Context: an optimization exercise on an open-source flow, tuned for small area. The choices shown serve that exercise and are no tape-out recipe.
Function was checked by simulation only, so behaviour that the tests miss may differ from the original.
No activity file was given, so power comes from the tool's default toggle rates.

$ cat design/flow/flow/run.sh
#!/bin/bash
set -euo pipefail
here=$(pwd)
rm -rf "$here/scripts"
cp -r "$FLOW_HOME/scripts" "$here/scripts"
cp "$here"/flow/abc_try_*.script "$here/flow/abc_best.tcl" "$here/scripts/"
python3 - "$here/scripts/synth.tcl" <<'PY'
import sys
p = sys.argv[1]
s = open(p).read()
old = "  log_cmd abc {*}$abc_args\n"
assert s.count(old) == 1
s = s.replace(old, "  source $::env(SCRIPTS_DIR)/abc_best.tcl\n")
open(p, "w").write(s)
PY
bash standard.sh SCRIPTS_DIR="$here/scripts" ADDER_MAP_FILE= \
    BUFFER_PORTS_ARGS="-buffer_cell sky130_fd_sc_hd__buf_1" \
    CTS_ARGS="-sink_clustering_enable -repair_clock_nets -dont_use_dummy_load -sink_clustering_size 30 -sink_clustering_max_diameter 300 -buf_list sky130_fd_sc_hd__clkbuf_8" \
    finish > "$here/flow_make.log" 2>&1
$ cat design/flow/flow/abc_best.tcl
# Map the combinational logic with each of several ABC scripts and keep the
# smallest result. The flip-flops are mapped before this and are not touched.
set abc_best_area -1
set abc_best_script ""
design -save abc_best_pre
foreach abc_try [lsort [glob $::env(SCRIPTS_DIR)/abc_try_*.script]] {
  design -load abc_best_pre
  abc {*}[lreplace $abc_args 1 1 $abc_try]
  tee -q -o $::env(OBJECTS_DIR)/abc_try.txt stat {*}$lib_args
  set f [open $::env(OBJECTS_DIR)/abc_try.txt r]
  set txt [read $f]
  close $f
  regexp {Chip area for module '[^']*': ([0-9.]+)} $txt -> area
  puts "ABC try [file tail $abc_try]: area $area"
  if { $abc_best_area < 0 || $area < $abc_best_area } {
    set abc_best_area $area
    set abc_best_script $abc_try
  }
}
design -load abc_best_pre
puts "ABC best: [file tail $abc_best_script] area $abc_best_area"
log_cmd abc {*}[lreplace $abc_args 1 1 $abc_best_script]
$ cat design/flow/flow/abc_try_01.script
strash
dch -f
amap
$ cat design/flow/flow/abc_try_02.script
strash
dch
amap
$ cat design/flow/flow/abc_try_03.script
strash
dc2
dc2
dch -f
amap
$ cat design/flow/flow/abc_try_04.script
strash
dc2
dc2
dc2
dch -f
amap
$ cat design/flow/flow/abc_try_05.script
strash
dc2
dc2
dc2
dch
amap
$ cat design/flow/flow/abc_try_06.script
strash
ifraig
dc2
dch -f
amap
$ cat design/flow/flow/abc_try_07.script
strash
ifraig
dch -f
amap
$ cat design/flow/flow/abc_try_08.script
strash
ifraig
dch
amap
$ cat design/flow/flow/abc_try_09.script
strash
dc2
drw
dc2
dch -f
amap
$ cat design/flow/flow/abc_try_10.script
strash
ifraig
dc2
dc2
dch -f
amap
$ cat design/flow/flow/abc_try_11.script
strash
ifraig
dc2
dc2
dch
amap
$ cat design/flow/flow/abc_try_12.script
strash
dch
dc2
dch -f
amap
$ cat design/flow/standard.sh
#!/bin/bash
# synth_recipe.tcl (not shown) runs the flow's synth.tcl, then flattens the netlist and writes it again
# the make line also repeats each setting of config.mk as NAME=value (left out here)
make -C /OpenROAD-flow-scripts/flow DESIGN_CONFIG=/design/flow/config.mk WORK_HOME=/design/flow/orfs CLKGATE_MAP_FILE= SYNTH_SCRIPT=/design/flow/synth_recipe.tcl "${@:-finish}"
$ cat design/flow/config.mk
export PLATFORM = sky130hd
export DESIGN_NAME = timer
export DESIGN_NICKNAME = timer
export VERILOG_FILES = /design/flow/design.v
export SDC_FILE = /design/flow/constraint.sdc
export NUM_CORES = 4
export LEC_CHECK = 0
export CAP_MARGIN = 20
export CORE_MARGIN = 2
export CORE_UTILIZATION = 40
export GPL_TIMING_DRIVEN = 0
export SLEW_MARGIN = 20
$ cat design/flow/constraint.sdc
create_clock -name core_clock -period 40.0 [get_ports {clk}]
set_input_delay 8.0000 -clock core_clock [delete_from_list [all_inputs] [get_ports {clk}]]
set_output_delay 8.0000 -clock core_clock [all_outputs]
set_load 0.01 [all_outputs]
$ cat design/flow/design.v
`timescale 1ns / 1ps
module counter(input clk, input nRst, output tick_1khz);
localparam [14:0] R = 15'b110010101100110;
localparam [14:0] W = 15'b101111001110100;
localparam [14:0] T = 15'b101011101111111;
localparam [14:0] TMASK = 15'b101010101111111;
reg [14:0] s;
assign tick_1khz = ((s & TMASK) == (T & TMASK));
always @(posedge clk)
    if (~nRst)
        s <= R;
    else if (tick_1khz)
        s <= W;
    else
        s <= {s[13:0], ~(s[14] ^ s[13])};
endmodule
`timescale 1ns / 1ps
module debounce(input clk, nRst, button_in, output reg DB_out);
localparam [10:0] INV = 11'b01010101010;
reg [10:0] q;
reg DFF1, DFF2;
wire [10:0] l = q ^ INV;
wire done = (l[7:0] == 8'b10111111);
wire rst = ~nRst | (DFF1 ^ DFF2);
always @(posedge clk) begin
    DFF1 <= nRst & button_in;
    DFF2 <= nRst & DFF1;
    q <= (rst ? 11'd0 : {l[9:0], ~(l[10] ^ l[8])}) ^ INV;
    if (~nRst)
        DB_out <= 1'b0;
    else if (done)
        DB_out <= DFF2;
end
endmodule
`timescale 1ns / 1ps
module increase(input clk, input nRst, input inc, output inc_falling);
wire db;
reg db_d;
debounce db0(.clk(clk), .nRst(nRst), .button_in(inc), .DB_out(db));
assign inc_falling = ~db & db_d;
always @(posedge clk) db_d <= nRst & db;
endmodule
`timescale 1ns / 1ps
module next(input clk, input nRst, input next, output next_falling);
wire db;
reg db_d;
debounce db1(.clk(clk), .nRst(nRst), .button_in(next), .DB_out(db));
assign next_falling = ~db & db_d;
always @(posedge clk) db_d <= nRst & db;
endmodule
`timescale 1ns / 1ps
module timer(clk, nRst, inc, next, seg_dat, seg_sel);
input clk, nRst, inc, next;
output [7:0] seg_dat;
output [3:0] seg_sel;
wire tick, inc_f, next_f;
counter c0(.clk(clk), .nRst(nRst), .tick_1khz(tick));
increase in0(.clk(clk), .nRst(nRst), .inc(inc), .inc_falling(inc_f));
next ne0(.clk(clk), .nRst(nRst), .next(next), .next_falling(next_f));
core u0(.clk(clk), .nRst(nRst), .tick(tick), .inc_f(inc_f), .next_f(next_f),
        .seg_dat(seg_dat), .seg_sel(seg_sel));
endmodule
module core(clk, nRst, tick, inc_f, next_f, seg_dat, seg_sel);
input clk, nRst, tick, inc_f, next_f;
output [7:0] seg_dat;
output [3:0] seg_sel;
reg [1:0] sst;
reg [3:0] seg;
reg [6:0] cnt1, cnt2;
reg [2:0] nc;
reg [3:0] a1, a2, a3, a4, b1, b2, b3, b4;
function dnext(input [3:0] d);
    dnext = ~((d[0] & ~d[2]) | (~d[0] & ~d[1] & d[2]) | d[3]);
endfunction
function dprev(input [3:0] d);
    dprev = ~((~d[1] & d[3]) | (d[1] & ~d[2] & ~d[3]) | d[0]);
endfunction
function [3:0] dinc(input [3:0] d);
    dinc = {d[2:0], dnext(d)};
endfunction
function [3:0] ddec(input [3:0] d);
    ddec = {dprev(d), d[3:1]};
endfunction
wire run = nc[2];
wire z1 = (b1 == 0), z2 = (b2 == 0), z3 = (b3 == 0), z4 = (b4 == 0);
wire bz = z1 & z2 & z3 & z4;
wire pre = seg[3] & seg[2] & seg[1];
wire show = ~cnt1[6];
wire hold = cnt1[6] & cnt1[5] & cnt1[4] & cnt1[1];
wire step = &cnt2;
assign seg_sel = pre ? 4'b1111 : ~(4'b1000 >> sst);
wire [3:0] s = seg;
assign seg_dat[0] = ~(s[0] & ~s[2]);
assign seg_dat[1] = (~s[1] & ~s[3]) | (~s[0] & ~s[2]) | (s[1] & s[3]);
assign seg_dat[2] = ~(s[1] & ~s[2] & ~s[3]);
assign seg_dat[3] = s[2] | (~s[0] & ~s[3]);
assign seg_dat[4] = ~((s[1] & s[2] & ~s[3]) | (s[0] & ~s[3]) | (~s[2] & s[3]));
assign seg_dat[5] = ~((~s[0] & s[1] & ~s[2]) | (s[0] & ~s[3]));
assign seg_dat[6] = ~((~s[0] & s[1] & s[3]) | (s[0] & ~s[2] & ~s[3]) | (~s[1] & ~s[2] & ~s[3]));
assign seg_dat[7] = 1'b0;
reg [3:0] onv;
always @(*)
    case (sst)
    2'd0: onv = run ? b2 : a2;
    2'd1: onv = run ? b3 : a3;
    2'd2: onv = run ? b4 : a4;
    default: onv = run ? b1 : a1;
    endcase
always @(posedge clk) begin
    if (~nRst) begin
        sst <= 2'd3;
        seg <= 4'b1110;
        cnt1 <= 7'd14;
        cnt2 <= 7'd26;
        nc <= 3'd0;
        a1 <= 0; a2 <= 0; a3 <= 0; a4 <= 0;
        b1 <= 0; b2 <= 0; b3 <= 0; b4 <= 0;
    end else begin
        if (tick) begin
            sst <= sst + 2'd1;
            if (run) begin
                seg <= onv;
                if (~step)
                    cnt2 <= cnt2 + 7'd1;
                else begin
                    cnt2 <= 7'd26;
                    b4 <= ddec(b4);
                    if (z4) b3 <= ddec(b3);
                    if (z4 & z3) b2 <= ddec(b2);
                    if (z4 & z3 & z2) b1 <= ddec(b1);
                end
            end else begin
                b1 <= a1; b2 <= a2; b3 <= a3; b4 <= a4;
                if (show) begin
                    cnt1 <= cnt1 + 7'd1;
                    seg <= onv;
                end else if (~hold) begin
                    cnt1 <= cnt1 + 7'd1;
                    seg <= 4'b0011;
                end else
                    cnt1 <= 7'd14;
            end
        end
        if (run) begin
            if (bz) begin
                nc <= 3'd0;
                a1 <= 0; a2 <= 0; a3 <= 0; a4 <= 0;
            end
        end else begin
            if (next_f)
                nc <= nc + 3'd1;
            if (inc_f) begin
                if (nc[1:0] == 2'd0) a1 <= dinc(a1);
                if (nc[1:0] == 2'd1) a2 <= dinc(a2);
                if (nc[1:0] == 2'd2) a3 <= dinc(a3);
                if (nc[1:0] == 2'd3) a4 <= dinc(a4);
            end
        end
    end
end
endmodule
==> results.yml, run 1 <==
clocking:
  clk_path_buf_depth: 2
  cts_root_buf: "clkbuf_8"
  hold_buffers: 0
  numCtsBuffers: 9
  cts_setup_buffers: 0
  cts_tree: "yes"
  cts_max_level: 3
  cts.repair.resized: 0
  clkSinkCount: 100
  clkTransAtPathRegs_ns: 0.10
  clkLatencyLatePin_ns: 0.36
worst_setup_path:
  cp_data_arrival_time_ns: 10.02
  worstPathMaxFanout: 48
  critPathKind: "in2reg"
  crit_slowest_cell: "clkinv_2"
  critPathRequiredTime_ns: 40.29
  cp-end-kind: "flip-flop"
  regToRegSetupSlack_ns: 35.99
  r2r-start: "u0.nc[2]$_SDFF_PN0_"
  crit_path_end: "u0.cnt2[5]$_SDFFE_PN0P_"
  worstSetupStartpointType: "input port"
  r2r-end: "u0.b1[3]$_SDFFE_PN0P_"
  r2r_cells: 7
  startpoint: "nRst"
  cp_cell_sequence: "clkbuf_2 > clkinv_2 > a21oi_1 > clkinv_1 > a211oi_1"
  critical-path-max-stage-delay_ns: 0.68
power_and_ir_drop:
  p_int_w: 0.0001225
  switching_share: 0.2135
  p_clk_frac: 0.321
  power_leakage_nw: 1.395
  powerDensity_nw_per_um2: 36.51
  combPwrFrac: 0.025
  seq_power_share: 0.654
  switching_power_w: 0.00003325
  power_w: 0.0001557
  irDropWorstVdd_uv: 21.33
floorplan:
  pin_count: 16
  coreArea_um2: 9639
  die-height_um: 102.9
  start_util: 0.4060
  row_count: 36
  die-area_um2: 10590
  die_x_um: 102.9
place:
  io_buffers: 14
  hpwl_mm: 5.719
  pre_cts_ws_ns: 29.20
  gp_congestion: 0.7664
sta:
  relSlewSlack: 0.3254
  finClkSkew_ns: 0.02698
  rsz0062_at_grt: "false"
  maxSlewViolCount: 0
  finalCritPeriodShare: 0.2434
  min_period_ns: 9.734
  fmax_mhz: 102.7
  tightestPinTransition_ns: 1.001
  final_hold_viol_count: 0
  setup_viol: 0
  tns_ns: 0
  setup_ws_ns: 30.27
flow_run:
  cap_violations: 0
layout:
  num_antenna_cells: 0
  final_cell_mix: "dfxtp_1 (99), nor2_1 (95), clkinv_1 (60), o21ai_0 (46), nand2_1 (37)"
  fillers: 1021
  drive_gt1_frac: 0.02750
  final_common_cell: "dfxtp_1"
  nets: 515
  areaGrowthSynthToFinish_pct: 8.983
route:
  drt_iter0_drc: 127
  avgRoutedWirePerCell_um: 12.72
  via_count: 3346
  ant_nets: 0
  drc_errors: 0
  drt_first_pass_iters: 4
  wl_mm: 8.164
  vias_per_cell: 5.212
yosys:
  netlist_instances: 486
  syn_area_um2: 3914
  synth.avg_cell_area_um2: 8.053
  ys_ff_latch: 100
  synth.distinct_cells: 36
  yosysSeqAreaShare: 0.5115
  syn_nets: 490
  synth_warnings: 5
worst_hold_path:
  min_path_type: "reg2reg"
grt:
  grt_use_met1: 0.2264
  use_met2: 0.2468
  top_usage_layer: "met2"
  grt_pass1_vias: 2978
  grt_pass1_wl_mm: 13.68
  overflow: 0
  grt_max_degree: 49
  antenna_found_initial: 0
  grt_usage: 0.1643
  grt_util_met3: 0.04339
status:
  status: "timing/DRC/antenna clean"
## power groups by stage
stage	registers, W	clock network [W]	logic [W]
2_1_floorplan	0.000104	0	0.00000264
3_3_place_gp	0.000104	0	0.00000374
3_5_place_dp	0.000104	0	0.00000388
4_1_cts	0.000102	0.0000520	0.00000391
5_1_grt	0.000102	0.0000560	0.00000442
6_report	0.000102	0.0000500	0.00000382
## logic make-up (layout without fill, tap and decap cells)
logic type | after synthesis | after routing | synth area share
and+or+nand+nor | 191 | 191 | 0.2161
AOI/OAI and AO/OA | 132 | 132 | 0.2110
DFF | 100 | 100 | 0.5115
buffers and inverters | 62 | 85 | 0.06042
other | 1 | 1 | 0.0009582
## synth_stat cells
| library cell | n | area share |
|---|---|---|
| nor4_1 | 2 | 0.0032 |
| nand3_1 | 5 | 0.0064 |
| a31oi_1 | 1 | 0.0016 |
| nor3_1 | 19 | 0.024 |
| nor2_1 | 95 | 0.091 |
| a2111oi_0 | 2 | 0.0045 |
| buf_4 | 1 | 0.0019 |
| a22oi_1 | 13 | 0.025 |
| and3_1 | 2 | 0.0032 |
| nand2b_1 | 1 | 0.0016 |
| nand4_1 | 5 | 0.0080 |
| and4_1 | 1 | 0.0022 |
| o31ai_1 | 2 | 0.0038 |
| nand4b_1 | 1 | 0.0022 |
| o32ai_1 | 1 | 0.0022 |
| nor2b_1 | 11 | 0.018 |
| and2_0 | 1 | 0.0016 |
| nor4b_1 | 1 | 0.0022 |
| o22ai_1 | 3 | 0.0048 |
| o21a_1 | 1 | 0.0019 |
| dfxtp_1 | 100 | 0.51 |
| a221oi_1 | 4 | 0.0090 |
| a21oi_1 | 28 | 0.036 |
| or4_1 | 1 | 0.0019 |
| conb_1 | 1 | 0.00096 |
| o211ai_1 | 1 | 0.0019 |
| o221a_1 | 1 | 0.0029 |
| or2_0 | 1 | 0.0016 |
| a211oi_1 | 19 | 0.036 |
| or3_1 | 6 | 0.0096 |
| nand2_1 | 37 | 0.035 |
| o221ai_1 | 8 | 0.018 |
| o21ai_0 | 46 | 0.059 |
| clkinv_1 | 61 | 0.059 |
| nor3b_1 | 2 | 0.0038 |
| o22a_1 | 2 | 0.0045 |
## flip-flops by register name, indices dropped and copies added (netlist names), 2 cells and up
name / cells
u0.nc: 3
u0.sst: 2
u0.b4: 4
u0.cnt1: 7
u0.seg: 4
u0.b2: 4
u0.cnt2: 7
u0.b1: 4
u0.b3: 4
u0.a2: 4
in0.db0.q: 11
c0.s: 15
u0.a4: 4
u0.a3: 4
ne0.db1.q: 11
u0.a1: 4
## how the worst min path moves through the flow
| stage | start | to | slack [ns] | depth (start not counted) |
|---|---|---|---|---|
| floorplan | in0.db0.q[6]$_SDFF_PP0_ | in0.db0.q[7]$_DFF_P_ | 0.35 | 1 |
| global placement | ne0.db1.q[2]$_SDFF_PP0_ | ne0.db1.q[3]$_DFF_P_ | 0.36 | 1 |
| detailed placement | ne0.db1.q[2]$_SDFF_PP0_ | ne0.db1.q[3]$_DFF_P_ | 0.37 | 1 |
| CTS | ne0.db1.q[2]$_SDFF_PP0_ | ne0.db1.q[3]$_DFF_P_ | 0.39 | 1 |
| global route | ne0.db1.q[9]$_DFF_P_ | ne0.db1.q[10]$_SDFF_PP0_ | 0.40 | 1 |
| finish | ne0.db1.q[2]$_SDFF_PP0_ | ne0.db1.q[3]$_DFF_P_ | 0.39 | 1 |
## metal layers
metal | part of all wire | up-vias
met4 | 0.016 | 0
met2 | 0.44 | 46
met1 | 0.51 | 1548
met5 | 0 | -
li1 | - | 1740
met3 | 0.039 | 12
## stage by stage
stage          hold slack (ns)    util  std cells  area [um^2]
6_report                0.3892  0.4425        642         4265
3_3_place_gp            0.3599  0.4287        633         4133
2_1_floorplan           0.3527       -        486         3914
4_1_cts                 0.3888  0.4422        642         4263
5_1_grt                 0.3977  0.4425        642         4265
3_5_place_dp            0.3670  0.4294        633         4139
## critical path, delay by kind of cell
family	cells	cell delay (ns)
AOI/OAI and AO/OA	2	0.71
buffers and inverters	3	1.30
## cell type report
type                       count  area, um^2  share of cell area
clock buffer                   9       123.9             0.02904
buffer                         1       7.507            0.001760
inverter                      61       230.2             0.05397
timing repair buffer          14       53.80             0.01261
tap                          133       166.4             0.03901
sequential                   100        2003              0.4696
multi-input combinational    324        1680              0.3940
==> run 2, diff against run 1 <==
==> design/flow/flow/abc_try_01.script (replaced) <==
strash
&get -n
&deepsyn -J 300 -S 7
&put
dch -f
amap -A 10 -F 5
==> design/flow/flow/abc_try_02.script (replaced) <==
strash
&get -n
&deepsyn -J 300 -S 7
&put
dch -f
amap
==> design/flow/flow/abc_try_03.script (replaced) <==
strash
&get -n
&deepsyn -J 300 -S 18
&put
dch -f
amap -A 10 -F 5
==> design/flow/flow/abc_try_04.script (replaced) <==
strash
&get -n
&deepsyn -J 300 -S 34
&put
dch -f
amap
==> design/flow/flow/abc_try_05.script (replaced) <==
strash
ifraig
dch -f
amap
removed: design/flow/flow/abc_try_06.script
removed: design/flow/flow/abc_try_07.script
removed: design/flow/flow/abc_try_08.script
removed: design/flow/flow/abc_try_09.script
removed: design/flow/flow/abc_try_10.script
removed: design/flow/flow/abc_try_11.script
removed: design/flow/flow/abc_try_12.script
==> run 2 against run 1 <==
- still clean
- sequential share of layout area up 2.8 points
- flip-flop and latch count stayed put
- design area is 5.8% lower
==> results.yml, run 2 <==
power_and_ir_drop:
  p_int_w: 0.0001225
  switching_power_w: 0.00003328
  irDropWorstVdd_uv: 20.70
  power_leakage_nw: 1.380
  seq_power_share: 0.653
  switching_share: 0.2136
  powerDensity_nw_per_um2: 38.77
  p_clk_frac: 0.320
  combPwrFrac: 0.026
grt:
  grt_pass1_wl_mm: 13.15
  grt_usage: 0.1660
  antenna_found_initial: 0
  overflow: 0
  grt_pass1_vias: 2765
  grt_max_degree: 27
worst_hold_path:
  worstHoldPathCells: 1
  min_path_type: "reg2reg"
  hold_start: "in0.db0.q[9]$_DFF_P_"
  hold_path_end: "in0.db0.q[10]$_SDFF_PP0_"
floorplan:
  start_util: 0.4060
  die-height_um: 100.2
  die-area_um2: 10030
  coreArea_um2: 9109
  pin_count: 16
  row_count: 35
  die_x_um: 100.2
layout:
  seq_area_um2: 2002
  num_antenna_cells: 0
  fillers: 898
  top_register: "c0.s"
  nets: 448
  largest_reg_flops: 15
  drive_gt1_frac: 0.02489
  reg_top3: "c0.s x15, in0.db0.q x11, ne0.db1.q x11"
  final_cell_mix: "dfxtp_1 (100), clkinv_1 (66), nor2_1 (53), nand2_1 (35), o21ai_0 (21)"
  areaGrowthSynthToFinish_pct: 8.660
  final_common_cell: "dfxtp_1"
  multi_input_area_um2: 1446
worst_setup_path:
  cp-end-kind: "flip-flop"
  r2r-end: "u0.b1[2]$_SDFFE_PN0P_"
  worstPathMaxFanout: 15
  r2r-start: "c0.s[0]$_SDFF_PP0_"
  regToRegSetupSlack_ns: 35.86
  worstSetupStartpointType: "input port"
  critPathRequiredTime_ns: 40.21
  cp_data_arrival_time_ns: 10.84
  critPathKind: "in2reg"
  r2r_cells: 14
yosys:
  synth-main-ff-cell: "dfxtp_1"
  ys_ff_latch: 100
  synth.distinct_cells: 39
  synth_xor_area_frac: 0
  netlist_instances: 419
  synth_simple_gate_area_share: 0.1817
  synth-compound-area-share: 0.2070
  synthMuxAreaShare: 0
  yosys-top-cells-area: "dfxtp_1 (54%), clkinv_1 (6.7%), nor2_1 (5.4%), nand2_1 (3.6%), o21ai_0 (2.8%)"
  yosysSeqAreaShare: 0.5413
  synth_largest_area_cell: "dfxtp_1"
  synth.avg_cell_area_um2: 8.827
  synth-edff-count: 0
  synthTopCellsByCount: "dfxtp_1 (100), clkinv_1 (66), nor2_1 (53)"
  synthDominantCellAreaShare: 0.5413
  synth_top_family_by_area: "compound AO/OA/AOI/OAI gates"
  synth_fa_ha_area_frac: 0
  synth_warnings: 5
  async_flop_share: 0
  syn_nets: 423
  syn_area_um2: 3699
  yosysMostFrequentCell: "dfxtp_1"
sta:
  tightestPinTransition_ns: 0.8041
  min_period_ns: 10.63
  final_hold_viol_count: 0
  rsz0062_at_grt: "false"
  finClkSkew_ns: 0.03735
  fmax_mhz: 94.08
  setup_ws_ns: 29.37
  maxSlewViolCount: 0
  finalCritPeriodShare: 0.2657
  tns_ns: 0
  setup_viol: 0
  relSlewSlack: 0.4582
flow_run:
  cap_violations: 0
clocking:
  cts.repair.resized: 0
  cts_tree: "yes"
  clkSinkCount: 100
  cts_root_buf: "clkbuf_8"
  numCtsBuffers: 9
  cts_max_level: 3
  clkTransAtPathRegs_ns: 0.10
  cts_setup_buffers: 0
  clkLatencyLatePin_ns: 0.37
  hold_buffers: 0
  clk_path_buf_depth: 2
route:
  ant_nets: 0
  vias_per_cell: 5.514
  via_count: 3049
  drt_first_pass_iters: 5
  drt_iter0_drc: 210
  wl_mm: 7.838
  drc_errors: 0
  avgRoutedWirePerCell_um: 14.17
status:
  status: "timing/DRC/antenna clean"
place:
  io_buffers: 14
  gp_congestion: 0.8791
  hpwl_mm: 5.702
  pre_cts_ws_ns: 29.09
[run 2: area by class of cell]
type                    count  share of cell area
inverters                  66             0.06164
flip-flops and latches    100              0.4981
well taps                 111             0.03456
clock buffers               9             0.03082
repair buffers             14             0.01308
multi-input cells         252              0.3599
plain buffers               1            0.001868
[run 2: critical path, stage by stage]
cell	delay [ns]
buf_1	0.58
nand4_1	0.33
nor2_1	0.37
clkinv_1	0.18
nor2_1	0.33
nand2b_1	0.19
nor2_1	0.25
nor2_1	0.12
a222oi_1	0.39
clkinv_1	0.10
[run 2: cells by family (layout without fill, tap and decap cells)]
family                 Yosys count  count (layout)
other                            1               1
DFF                            100             100
and+or+nand+nor                146             146
buffers and inverters           67              90
AOI/OAI and AO/OA              105             105
[run 2: routing by layer]
| layer | global-route usage | up-vias | share of wire |
|---|---|---|---|
| met5 | 0 | - | 0 |
| met4 | 0.06849 | 0 | 0.020 |
| met3 | 0.04526 | 13 | 0.060 |
| met2 | 0.2555 | 81 | 0.45 |
| met1 | 0.2207 | 1419 | 0.47 |
| li1 | - | 1536 | - |
[run 2: power by group through the flow]
stage / Clock (W) / Combinational, W / Sequential, W
6_report: 0.0000499 / 0.00000412 / 0.000102
5_1_grt: 0.0000556 / 0.00000479 / 0.000102
4_1_cts: 0.0000519 / 0.00000412 / 0.000102
3_5_place_dp: 0 / 0.00000411 / 0.000104
3_3_place_gp: 0 / 0.00000405 / 0.000104
2_1_floorplan: 0 / 0.00000292 / 0.000104
[run 2: worst max-delay path by stage]
stage	endpoint	slack, ns	from	depth (start not counted)
3_5_place_dp	u0.b1[2]$_SDFFE_PN0P_	29.09	nRst	10
4_1_cts	u0.b1[2]$_SDFFE_PN0P_	29.45	nRst	10
5_1_grt	u0.b1[2]$_SDFFE_PN0P_	29.05	nRst	10
2_1_floorplan	u0.b1[2]$_SDFFE_PN0P_	30.29	nRst	9
6_report	u0.b1[2]$_SDFFE_PN0P_	29.37	nRst	10
3_3_place_gp	u0.b1[2]$_SDFFE_PN0P_	29.05	nRst	10
[run 2: per-stage QoR]
step / hold WS (ns) / power, W / instances / cell area, um^2 / utilization
6_report: 0.3689 / 0.0001558 / 553 / 4019 / 0.4412
5_1_grt: 0.3767 / 0.0001624 / 553 / 4019 / 0.4412
4_1_cts: 0.3709 / 0.0001578 / 553 / 4014 / 0.4407
3_5_place_dp: 0.3671 / 0.0001082 / 544 / 3890 / 0.4271
3_3_place_gp: 0.3702 / 0.0001081 / 544 / 3890 / 0.4271
2_1_floorplan: 0.3527 / 0.0001068 / 419 / 3699 / -
==> run 3, diff against run 2 <==
==> design/flow/flow/abc_try_01.script (replaced) <==
strash
ifraig
dch -f
amap
==> design/flow/flow/abc_try_02.script (replaced) <==
strash
dch
amap
==> design/flow/flow/abc_try_03.script (replaced) <==
strash
dch -f
amap
==> design/flow/flow/abc_try_04.script (replaced) <==
strash
dc2
dc2
dch -f
amap
==> design/flow/flow/abc_try_05.script (replaced) <==
strash
&get -n
&deepsyn -J 100 -S 0
&put
dch -f
amap
==> design/flow/flow/abc_try_06.script (new file) <==
strash
&get -n
&deepsyn -J 100 -S 1
&put
dch -f
amap
==> design/flow/flow/abc_try_07.script (new file) <==
strash
&get -n
&deepsyn -J 100 -S 2
&put
dch -f
amap
==> design/flow/flow/abc_try_08.script (new file) <==
strash
&get -n
&deepsyn -J 100 -S 3
&put
dch -f
amap
==> design/flow/flow/abc_try_09.script (new file) <==
strash
&get -n
&deepsyn -J 100 -S 4
&put
dch -f
amap
==> design/flow/flow/abc_try_10.script (new file) <==
strash
&get -n
&deepsyn -J 100 -S 5
&put
dch -f
amap
==> design/flow/flow/abc_try_11.script (new file) <==
strash
&get -n
&deepsyn -J 100 -S 6
&put
dch -f
amap
==> design/flow/flow/abc_try_12.script (new file) <==
strash
&get -n
&deepsyn -J 100 -S 7
&put
dch -f
amap
==> design/flow/flow/abc_try_13.script (new file) <==
strash
&get -n
&deepsyn -J 100 -S 8
&put
dch -f
amap
==> design/flow/flow/abc_try_14.script (new file) <==
strash
&get -n
&deepsyn -J 100 -S 9
&put
dch -f
amap
==> design/flow/flow/abc_try_15.script (new file) <==
strash
&get -n
&deepsyn -J 300 -S 5
&put
dch -f
amap
==> design/flow/flow/abc_try_16.script (new file) <==
strash
&get -n
&deepsyn -J 300 -S 7
&put
dch -f
amap
==> run 3 against run 2 <==
- still clean on timing, DRC and antenna
- die area grew 0.26%
- core utilization up 0.11 points
- clock skew decreased by 0.0084 ns
- first-iteration DRC count is 42% lower
- critical path depth decreased by 1
- routed wire length is 2.5% lower
- clock-buffer cell count is the same
- design area up 0.25%
- sequential share of layout area is 0.12 points lower
- critical path type unchanged
- largest cell class unchanged
==> results.yml, run 3 <==
worst_setup_path:
  critPathKind: "in2reg"
  r2r-end: "u0.b1[3]$_SDFFE_PN0P_"
  worstSetupStartpointType: "input port"
  r2r_cells: 13
  cp-end-kind: "flip-flop"
  critPathRequiredTime_ns: 40.21
  r2r-start: "c0.s[0]$_SDFF_PP0_"
  regToRegSetupSlack_ns: 36.32
  cp_data_arrival_time_ns: 11.60
  worstPathMaxFanout: 26
worst_hold_path:
  hold_start: "in0.db0.q[4]$_SDFF_PP0_"
  worstHoldPathCells: 1
  min_path_type: "reg2reg"
  hold_path_end: "in0.db0.q[5]$_DFF_P_"
grt:
  grt_usage: 0.1666
  grt_pass1_wl_mm: 13.37
  overflow: 0
  antenna_found_initial: 0
  grt_pass1_vias: 2928
  grt_max_degree: 27
sta:
  final_hold_viol_count: 0
  setup_ws_ns: 28.61
  setup_viol: 0
  min_period_ns: 11.39
  tns_ns: 0
  relSlewSlack: 0.4299
  finalCritPeriodShare: 0.2847
  finClkSkew_ns: 0.02900
  maxSlewViolCount: 0
  tightestPinTransition_ns: 0.8473
  rsz0062_at_grt: "false"
  fmax_mhz: 87.80
clocking:
  cts_max_level: 3
  clkTransAtPathRegs_ns: 0.09
  cts_tree: "yes"
  clk_path_buf_depth: 2
  clkSinkCount: 100
  cts_setup_buffers: 0
  cts.repair.resized: 0
  numCtsBuffers: 9
  hold_buffers: 0
  cts_root_buf: "clkbuf_8"
  clkLatencyLatePin_ns: 0.37
route:
  wl_mm: 7.641
  drt_first_pass_iters: 5
  via_count: 3034
  vias_per_cell: 5.351
  drc_errors: 0
  ant_nets: 0
  avgRoutedWirePerCell_um: 13.48
  drt_iter0_drc: 121
status:
  status: "timing/DRC/antenna clean"
layout:
  final_common_cell: "dfxtp_1"
  reg_top3: "c0.s x15, in0.db0.q x11, ne0.db1.q x11"
  drive_gt1_frac: 0.02412
  fillers: 916
  largest_reg_flops: 15
  areaGrowthSynthToFinish_pct: 8.637
  nets: 462
  num_antenna_cells: 0
  final_area_um2: 4029
  top_register: "c0.s"
  final_cell_mix: "dfxtp_1 (100), clkinv_1 (63), nor2_1 (53), nand2_1 (47), o21ai_0 (25)"
flow_run:
  cap_violations: 0
place:
  hpwl_mm: 5.604
  post_dp_cell_area_um2: 3900
  pre_cts_ws_ns: 28.15
  io_buffers: 14
  gp_congestion: 0.8729
yosys:
  yosys-top-cells-area: "dfxtp_1 (54%), clkinv_1 (6.4%), nor2_1 (5.4%), nand2_1 (4.8%), o221ai_1 (4.7%)"
  syn_nets: 436
  synthTopCellsByCount: "dfxtp_1 (100), clkinv_1 (63), nor2_1 (53)"
  async_flop_share: 0
  synth_warnings: 5
  yosysMostFrequentCell: "dfxtp_1"
  synth.avg_cell_area_um2: 8.585
  synthDominantCellAreaShare: 0.5398
  syn_area_um2: 3709
  yosysSeqAreaShare: 0.5398
  synth_largest_area_cell: "dfxtp_1"
  ys_ff_latch: 100
  synth.distinct_cells: 35
  synth-main-ff-cell: "dfxtp_1"
  synth-edff-count: 0
  netlist_instances: 432
floorplan:
  die_x_um: 100.3
  die-area_um2: 10060
  pin_count: 16
  coreArea_um2: 9109
  die-height_um: 100.3
  row_count: 35
  start_util: 0.4071
power_and_ir_drop:
  irDropWorstVdd_uv: 17.40
  power_leakage_nw: 1.368
  powerDensity_nw_per_um2: 38.58
## run 3: cell types whose count changed after synthesis, moves of 3 or more
| cell | previous run | this run |
|---|---|---|
| nor3_1 | 11 | 14 |
| clkinv_1 | 66 | 63 |
| o32ai_1 | 10 | 6 |
| o221ai_1 | 10 | 20 |
| and3_1 | 4 | 7 |
| o22ai_1 | 12 | 15 |
| o21ai_0 | 21 | 25 |
| a222oi_1 | 8 | 0 |
| a211oi_1 | 8 | 5 |
| nand2_1 | 35 | 47 |
## run 3: worst max-delay path: stages
cell      delay, ns
buf_1          0.60
clkinv_1       0.83
nor3_1         0.72
nand2_1        0.24
or3_1          0.45
nor2_1         0.29
nor3_1         0.11
o21ai_0        0.21
o221ai_1       0.13
## run 3: report_power, final
| group | switching (W) | internal [W] |
|---|---|---|
| combinational | 0.00000277 | 0.00000119 |
| clock | 0.0000295 | 0.0000202 |
| sequential | 0.000000719 | 0.000101 |
| total | 0.0000329 | 0.000123 |
## run 3: layer usage
layer / up-vias / part of all wire / track usage
met5: - / 0 / 0
met4: 0 / 0.0089 / 0.05479
met3: 7 / 0.043 / 0.04248
met2: 62 / 0.48 / 0.2829
met1: 1397 / 0.47 / 0.2066
li1: 1568 / - / -
## run 3: logic make-up after synthesis
logic type	share of synthesized area
and+or+nand+nor	0.2011
DFF	0.5398
AOI/OAI and AO/OA	0.1923
buffers and inverters	0.06579
other	0.001011
## run 3: layout make-up
type | instances | area (um^2) | share of cell area
buffer | 1 | 7.507 | 0.001863
clock buffer | 9 | 123.9 | 0.03075
timing repair buffer | 15 | 57.56 | 0.01429
sequential | 100 | 2002 | 0.4969
tap | 111 | 138.9 | 0.03447
multi-input combinational | 268 | 1463 | 0.3630
inverter | 63 | 236.5 | 0.05870
## run 3: stage by stage
step	hold WS, ns	utilization	cells	power (W)
after global routing	0.3968	0.4423	567	0.0001622
after detailed placement	0.3660	0.4282	557	0.0001081
after CTS	0.3831	0.4418	566	0.0001581
after global placement	0.3635	0.4282	557	0.0001080
final	0.3823	0.4423	567	0.0001555
after floorplan	0.3527	-	432	0.0001067
## run 3: worst max-delay path by stage
stage	startpoint	to	depth (start not counted)
finish	nRst	u0.b1[3]$_SDFFE_PN0P_	9
global route	nRst	u0.b1[3]$_SDFFE_PN0P_	9
CTS	nRst	u0.b1[3]$_SDFFE_PN0P_	9
detailed placement	nRst	u0.b1[3]$_SDFFE_PN0P_	9
global placement	nRst	u0.b1[3]$_SDFFE_PN0P_	9
floorplan	nRst	u0.b1[3]$_SDFFE_PN0P_	8

==> static timing again, ports no longer ideal <==
No port has a modelled driver above. Below, the same layouts with a new extraction and two added sets of constraints. Step 1 assumes that a clkbuf_16 drives the clock port and a buf_2 every other input. Step 2 adds t to the input delays and takes it off the output delays; t is the mean of the earliest and latest rising clock arrival at the registers after step 1. Input paths then give back, and output paths get back, about the clock's delay inside the block. Slacks: ideal ports / drivers / drivers and shift; pairs: ideal ports / drivers.
run | t, ns | setup WS [ns] | worst setup path at the end | clock arrival spread, ns | worst slew at a driven data input, ns
run 1 | 0.380 | 30.266 / 30.273 / 29.893 | input to register | 0.027 / 0.027 | 0.03
run 2 | 0.382 | 29.371 / 29.380 / 28.998 | input to register | 0.039 / 0.038 | 0.03
run 3 | 0.384 | 28.611 / 28.617 / 28.233 | input to register | 0.030 / 0.030 | 0.03
After both steps every run listed still meets setup and hold. The setup slack of run 3, which loses most, moves by +0.006 ns with the drivers and by -0.378 ns with both steps.
